This is an optimization exercise on Yosys and OpenROAD, whose aim is small area, a short achievable clock period and few clock cycles, not a production implementation.
In this exercise RTL edits were held to simulation tests only and were not proved equivalent to the original.
Power figures rest on the tool's default switching activity, not on a simulated workload.

== job 101 ==
==> flow/design.v <==
module alu(
    input  [15:0] a,
    input  [15:0] b,            
    input         op_arith,     
    input         op_sub,       
    input         op_and,
    input         op_or,        
    input         op_xor,
    input         op_not,
    input         op_shl,
    input         op_shr,
    output [15:0] result,
    output        zero,
    output        negative,
    output        carry,
    output        overflow
);
wire [15:0] p = a ^ b;
wire [15:0] g = a & b;
wire [15:0] G0 = {g[15:1], g[0] | (p[0] & op_sub)};
wire [15:0] P0 = {p[15:1], 1'b0};
wire [15:0] G1, P1, G2, P2, G3, P3, G4;
genvar i;
generate
    for (i = 0; i < 16; i = i + 1) begin : pfx
        if (i == 1) begin : s1c
            assign G1[i] = g[1] | (p[1] & g[0]) | (p[1] & p[0] & op_sub);
            assign P1[i] = 1'b0;
        end else if (i >= 2) begin : s1
            assign G1[i] = G0[i] | (P0[i] & G0[i-1]);
            assign P1[i] = P0[i] & P0[i-1];
        end else begin : n1
            assign G1[i] = G0[i];
            assign P1[i] = P0[i];
        end
        if (i >= 2) begin : s2
            assign G2[i] = G1[i] | (P1[i] & G1[i-2]);
            assign P2[i] = P1[i] & P1[i-2];
        end else begin : n2
            assign G2[i] = G1[i];
            assign P2[i] = P1[i];
        end
        if (i >= 4) begin : s3
            assign G3[i] = G2[i] | (P2[i] & G2[i-4]);
            assign P3[i] = P2[i] & P2[i-4];
        end else begin : n3
            assign G3[i] = G2[i];
            assign P3[i] = P2[i];
        end
        if (i >= 8) begin : s4
            assign G4[i] = G3[i] | (P3[i] & G3[i-8]);
        end else begin : n4
            assign G4[i] = G3[i];
        end
    end
endgenerate
wire [16:0] c   = {G4, op_sub};
wire [15:0] sum = p ^ c[15:0];
wire [15:0] r_logic = ({16{op_and}} & g)              |
                      ({16{op_or}}  & (a | b))        |
                      ({16{op_xor}} & p)              |
                      ({16{op_not}} & ~a)             |
                      ({16{op_shl}} & {a[14:0], 1'b0}) |
                      ({16{op_shr}} & {1'b0, a[15:1]});
assign result = ({16{op_arith}} & sum) | r_logic;
wire [15:0] cz      = {a[14:0] | b[14:0], op_sub};
wire        z_arith = ~|(p ^ cz);
wire        z_a_lo  = ~|a[14:1];
assign zero = (op_arith & z_arith)                      |
              (op_and   & ~|g)                          |
              (op_or    & z_a_lo & ~a[0] & ~a[15] & ~|b) |
              (op_xor   & ~|p)                          |
              (op_not   & (&a))                         |
              (op_shl   & z_a_lo & ~a[0])               |
              (op_shr   & z_a_lo & ~a[15]);
assign negative = result[15];
assign carry    = (op_arith & c[16]) | (op_shl & a[15]) | (op_shr & a[0]);
assign overflow = op_arith & (a[15] == b[15]) & (sum[15] != a[15]);
endmodule
module register_file(
    input          clk,
    input          rst,
    input          wr_en,
    input  [2:0]   rd_addr,      
    input  [15:0]  rd_data,
    output [111:0] regs,         
    output [7:1]   valid         
);
reg [15:0] r [1:7];
reg [7:1]  valid_r;
genvar k;
generate
    for (k = 1; k <= 7; k = k + 1) begin : g_reg
        always @(posedge clk or posedge rst)
            if (rst)
                valid_r[k] <= 1'b0;
            else if (wr_en && rd_addr == k)
                valid_r[k] <= 1'b1;
        always @(posedge clk)
            if (wr_en && rd_addr == k)
                r[k] <= rd_data;
        assign regs[16*k-1 -: 16] = r[k];
    end
endgenerate
assign valid = valid_r;
endmodule
module solix16_cpu(
    input         clk,           
    input         rst,           
    output [11:0] imem_addr,     
    input  [15:0] imem_data,     
    output [11:0] dmem_addr,     
    output [15:0] dmem_wdata,    
    output        dmem_we,       
    input  [15:0] dmem_rdata,    
    output        halted         
);
localparam OP_MOV = 4'b1000;
localparam OP_JMP = 4'b1001;
localparam OP_JZ  = 4'b1010;
localparam OP_JNZ = 4'b1011;
localparam OP_LD  = 4'b1100;
localparam OP_ST  = 4'b1101;
localparam OP_HLT = 4'b1111;
reg  [15:0] pc;              
reg  [3:0]  flags;           
reg         halt_r;
reg  [15:0] ex_a, ex_b;      
reg         ex_arith, ex_sub, ex_and, ex_or, ex_xor, ex_not, ex_shl, ex_shr, ex_ld;
reg         ex_wr;           
reg  [2:0]  ex_rd;
reg         ex_flagwr;       
reg         ex_st;
wire [15:0] alu_result;
wire        alu_zero, alu_negative, alu_carry, alu_overflow;
alu u_alu (
    .a        (ex_a),
    .b        (ex_b),
    .op_arith (ex_arith),
    .op_sub   (ex_sub),
    .op_and   (ex_and),
    .op_or    (ex_or),
    .op_xor   (ex_xor),
    .op_not   (ex_not),
    .op_shl   (ex_shl),
    .op_shr   (ex_shr),
    .result   (alu_result),
    .zero     (alu_zero),
    .negative (alu_negative),
    .carry    (alu_carry),
    .overflow (alu_overflow)
);
wire [15:0] ex_result = ex_ld ? dmem_rdata : alu_result;
wire [3:0]  flags_new = {alu_overflow, alu_carry, alu_negative, alu_zero};
wire [111:0] regs;
wire [7:1]   valid;
register_file u_regs (
    .clk     (clk),
    .rst     (rst),
    .wr_en   (ex_wr),
    .rd_addr (ex_rd),
    .rd_data (ex_result),
    .regs    (regs),
    .valid   (valid)
);
wire        z_now = ex_flagwr ? alu_zero : flags[0];
always @(posedge clk or posedge rst)
    if (rst)
        flags <= 4'b0;
    else if (ex_flagwr)
        flags <= flags_new;
assign dmem_addr  = ex_a[11:0];
assign dmem_wdata = ex_b;
assign dmem_we    = ex_st;
assign halted     = halt_r;
wire [15:0] instr  = imem_data;
wire [3:0]  opcode = instr[15:12];
wire [3:0]  rd     = instr[11:8];
wire [3:0]  rs     = instr[7:4];
wire [3:0]  rt     = instr[3:0];
wire [7:0]  imm8   = instr[7:0];
wire [11:0] target = instr[11:0];
wire is_alu = (opcode[3] == 1'b0);
wire is_sub = (opcode == 4'b0001);
wire is_mov = (opcode == OP_MOV);
wire is_ld  = (opcode == OP_LD);
wire is_st  = (opcode == OP_ST);
wire is_jmp = (opcode == OP_JMP);
wire is_jz  = (opcode == OP_JZ);
wire is_jnz = (opcode == OP_JNZ);
wire is_hlt = (opcode == OP_HLT);
wire stop = halt_r | is_hlt;
function [15:0] read_reg;
    input [3:0]   addr;
    input [111:0] regs_v;
    input [7:1]   valid_v;
    input [15:0]  pc_v;
    input [3:0]   flags_v;
    input         ex_wr_v;
    input [2:0]   ex_rd_v;
    input         ex_flagwr_v;
    reg   [15:0]  v;
    integer       k;
    begin
        v = 16'h0000;
        for (k = 1; k <= 7; k = k + 1)
            v = v | ({16{valid_v[k] && addr == k}} & regs_v[16*k-1 -: 16]);
        v = v | ({16{addr == 4'd8}} & 16'h0FFF)
              | ({16{addr == 4'd9}} & pc_v)
              | ({16{addr == 4'd10 && !ex_flagwr_v}} & {12'h000, flags_v});
        read_reg = v;
    end
endfunction
wire [15:0] rs_reg = read_reg(rs, regs, valid, pc, flags, ex_wr, ex_rd, ex_flagwr);
wire [15:0] rt_reg = read_reg(rt, regs, valid, pc, flags, ex_wr, ex_rd, ex_flagwr);
wire rs_fwd  = ex_wr && rs == {1'b0, ex_rd};
wire rt_fwd  = ex_wr && rt == {1'b0, ex_rd};
wire rs_fwdf = ex_flagwr && rs == 4'd10;
wire rt_fwdf = ex_flagwr && rt == 4'd10;
wire [15:0] rs_val = rs_fwd ? ex_result : rs_fwdf ? {12'h000, flags_new} : rs_reg;
wire [15:0] rt_val = rt_fwd ? ex_result : rt_fwdf ? {12'h000, flags_new} : rt_reg;
wire [15:0] pc_inc = pc + 16'd1;
wire [15:0] pc_z1 = (is_jmp | is_jz)  ? {4'h0, target} : pc_inc;
wire [15:0] pc_z0 = (is_jmp | is_jnz) ? {4'h0, target} : pc_inc;
always @(posedge clk or posedge rst)
    if (rst) begin
        pc     <= 16'h0000;
        halt_r <= 1'b0;
    end else begin
        pc     <= z_now ? pc_z1 : pc_z0;
        if (stop)
            halt_r <= 1'b1;
    end
always @(posedge clk or posedge rst)
    if (rst) begin
        ex_wr     <= 1'b0;
        ex_flagwr <= 1'b0;
        ex_st     <= 1'b0;
    end else begin
        ex_wr     <= ~stop & (is_alu | is_mov | is_ld) & (rd[3] == 1'b0) & (rd[2:0] != 3'd0);
        ex_flagwr <= ~stop & is_alu;
        ex_st     <= ~stop & is_st;
    end
always @(posedge clk) begin
    ex_rd    <= rd[2:0];
    ex_a     <= is_mov ? 16'h0000 : rs_val;
    ex_b     <= is_mov ? {8'h00, imm8} : is_sub ? ~rt_val : rt_val;
    ex_arith <= is_alu & (opcode[2:1] == 2'b00);
    ex_sub   <= is_sub;
    ex_and   <= is_alu & (opcode[2:0] == 3'b010);
    ex_or    <= (is_alu & (opcode[2:0] == 3'b011)) | is_mov;
    ex_xor   <= is_alu & (opcode[2:0] == 3'b100);
    ex_not   <= is_alu & (opcode[2:0] == 3'b101);
    ex_shl   <= is_alu & (opcode[2:0] == 3'b110);
    ex_shr   <= is_alu & (opcode[2:0] == 3'b111);
    ex_ld    <= is_ld;
end
assign imem_addr = pc[11:0];
endmodule
clock: 5.3 ns
lec_check: 0
abc_area: 1
cap_margin: 20
core_margin: 2
core_utilization: 40
setup_slack_margin: 2.65
slew_margin: 20
standard.sh (not shown) runs the stock make flow with config.mk's settings and CLKGATE_MAP_FILE= SYNTH_SCRIPT=/design/flow/synth_recipe.tcl, a recipe that flattens the netlist after the stock synthesis.
==> flow/flow/run.sh <==
#!/bin/bash
# Layout flow: the standard ORFS flow (standard.sh, synthesis unchanged),
# with two changes to the layout steps:
#  - the ports are buffered with sky130_fd_sc_hd__buf_2 (still one buffer on
#    every input and output port) instead of the default delay-buffer cell;
#  - timing repair may resize a cell to any equivalent cell, not only to one
#    of the same footprint.
# The full output of the flow goes to flow_make.log in this folder; ORFS
# keeps each step's own log under orfs/logs/.
set -euo pipefail
export BUFFER_PORTS_ARGS="-buffer_cell sky130_fd_sc_hd__buf_2"
bash standard.sh MATCH_CELL_FOOTPRINT=0 finish > flow_make.log 2>&1
Testbench counts of job 101, summed over its fixed seeds: cycles 136,711.
The inputs of job 102 differ from those of job 101 as listed below.
# job 101
export LEC_CHECK = 0
export ABC_AREA = 1
export CAP_MARGIN = 20
export CORE_MARGIN = 2
export CORE_UTILIZATION = 40
export SETUP_SLACK_MARGIN = 2.65
export SLEW_MARGIN = 20
create_clock -name core_clock -period 5.3 [get_ports {clk}]
# job 102
export LEC_CHECK = 0
export CAP_MARGIN = 20
export CORE_MARGIN = 2
export CORE_UTILIZATION = 55
export PLACE_DENSITY = 0.7
export SETUP_SLACK_MARGIN = 2.45
export SLEW_MARGIN = 20
create_clock -name core_clock -period 5.3 [get_ports {clk}]
diff --git a/flow/flow/run.sh b/flow/flow/run.sh
--- a/flow/flow/run.sh
+++ b/flow/flow/run.sh
@@ -3,3 +3,3 @@
 # with two changes to the layout steps:
-#  - the ports are buffered with sky130_fd_sc_hd__buf_2 (still one buffer on
+#  - the ports are buffered with sky130_fd_sc_hd__buf_1 (still one buffer on
 #    every input and output port) instead of the default delay-buffer cell;
@@ -10,3 +10,3 @@
 set -euo pipefail
-export BUFFER_PORTS_ARGS="-buffer_cell sky130_fd_sc_hd__buf_2"
+export BUFFER_PORTS_ARGS="-buffer_cell sky130_fd_sc_hd__buf_1"
 bash standard.sh MATCH_CELL_FOOTPRINT=0 finish > flow_make.log 2>&1
[summary]
Comparing job 102 and job 101, the lower final period utilization was measured on job 101.
Job 102 does worse than job 101 on tightest slew margin relative to the limit.
The worst-skew pair later-pin latency was comparable across job 102 and job 101.
Taking job 101 as the reference point, the register area of job 102 rises by about 0.9%.
Between job 101 and job 102, the count of antenna diodes in the layout figures differ only marginally.
When job 102 is measured against job 101, its net switching power of the design turns out 0.000091 W lower.
Looking at met3 track utilization from global routing, job 102 sits 3.5 points above job 101.
Job 102 against job 101: global-route track usage on met1 higher; non-clock buffer count higher; switching share of power lower.
Relative to job 101, the final worst slack of job 102 is lower by 0.20 ns.
Edits applied to the flow inputs when going from job 102 to job 103:
# job 102
export LEC_CHECK = 0
export CAP_MARGIN = 20
export CORE_MARGIN = 2
export CORE_UTILIZATION = 55
export PLACE_DENSITY = 0.7
export SETUP_SLACK_MARGIN = 2.45
export SLEW_MARGIN = 20
create_clock -name core_clock -period 5.3 [get_ports {clk}]
# job 103
export LEC_CHECK = 0
export ABC_AREA = 1
export CAP_MARGIN = 20
export CORE_MARGIN = 2
export CORE_UTILIZATION = 40
export SETUP_SLACK_MARGIN = 2.65
export SLEW_MARGIN = 20
create_clock -name core_clock -period 5.3 [get_ports {clk}]
Notes after the runs:
Taking job 102 as the reference, in job 103 combinational power grew by about 4%; synthesized cell count grew by about 50%; wire length after detailed routing grew by 24%; first-pass GRT wire length grew by about 20%; via count of the routed design grew by 2,042.
For job 103, the critical path capture point was ex_b[2], unlike job 102, where it was ex_b[1].
Relative to job 102, job 103 degrades leakage power.
Compared with job 102, job 103 shows a higher relative contribution of combinational cells to total power.
The die used by job 103 is larger than the one used by job 102.
The following lists how job 104 was set up differently from job 103:
# job 103
export LEC_CHECK = 0
export ABC_AREA = 1
export CAP_MARGIN = 20
export CORE_MARGIN = 2
export CORE_UTILIZATION = 40
export SETUP_SLACK_MARGIN = 2.65
export SLEW_MARGIN = 20
create_clock -name core_clock -period 5.3 [get_ports {clk}]
# job 104
export LEC_CHECK = 0
export CAP_MARGIN = 20
export CORE_MARGIN = 2
export CORE_UTILIZATION = 40
export SETUP_SLACK_MARGIN = 2.55
export SLEW_MARGIN = 20
create_clock -name core_clock -period 5.3 [get_ports {clk}]
--- outcome ---
Launch point of the critical path: imem_data[1] -> job 104, imem_data[0] -> job 103
A main combinational cell family by area after synthesis of simple AND/OR/NAND/NOR gates is what job 103 shows, while compound AO/OA/AOI/OAI gates belongs to job 104.
Diff job 104 and job 103: core utilization higher in job 104
Summary of job 104 over job 103: simple-gate share of the synthesized area decreased by 13 points relative to the old numbers, buffering stage count on the worst path with inverters included shrank by 1, cell area after technology mapping dropped 9.0%, data arrival time of the worst path rose 0.12 ns, hold slack dropped 0.037 ns.
Re part of the power in the clock network: job 104 and job 103 aren't equal, and the higher value belongs to job 103.

-- afterwards: timing with drivers on the ports --
In the flow no input, the clock included, has a driving cell. The finished layouts below were timed again as built, in two steps.
Step 1, drivers: a clkbuf_16 drives clk and a buf_2 each remaining input, both assumed.
Step 2, shift: input delay + t, output delay - t, t = (earliest + latest rising clock arrival at the registers) / 2. This alone moves slack from input paths to output paths.
a / b / c = ideal ports / drivers / drivers and shift; a / b = the first two.
run	t, ns	setup slack, ns	worst register clock-pin slew, ns	worst data-port slew with drivers (ns)
job 101	0.482	2.620 / 2.620 / 2.190	0.08 / 0.08	0.04
job 102	0.486	2.419 / 2.433 / 1.953	0.08 / 0.08	0.04
job 103	0.485	2.663 / 2.689 / 2.203	0.08 / 0.08	0.04
job 104	0.488	2.511 / 2.527 / 2.055	0.08 / 0.08	0.04
After both steps every run listed still meets setup and hold. For job 102, which loses most, drivers alone change the setup slack by +0.014 ns; drivers and shift together by -0.466 ns.
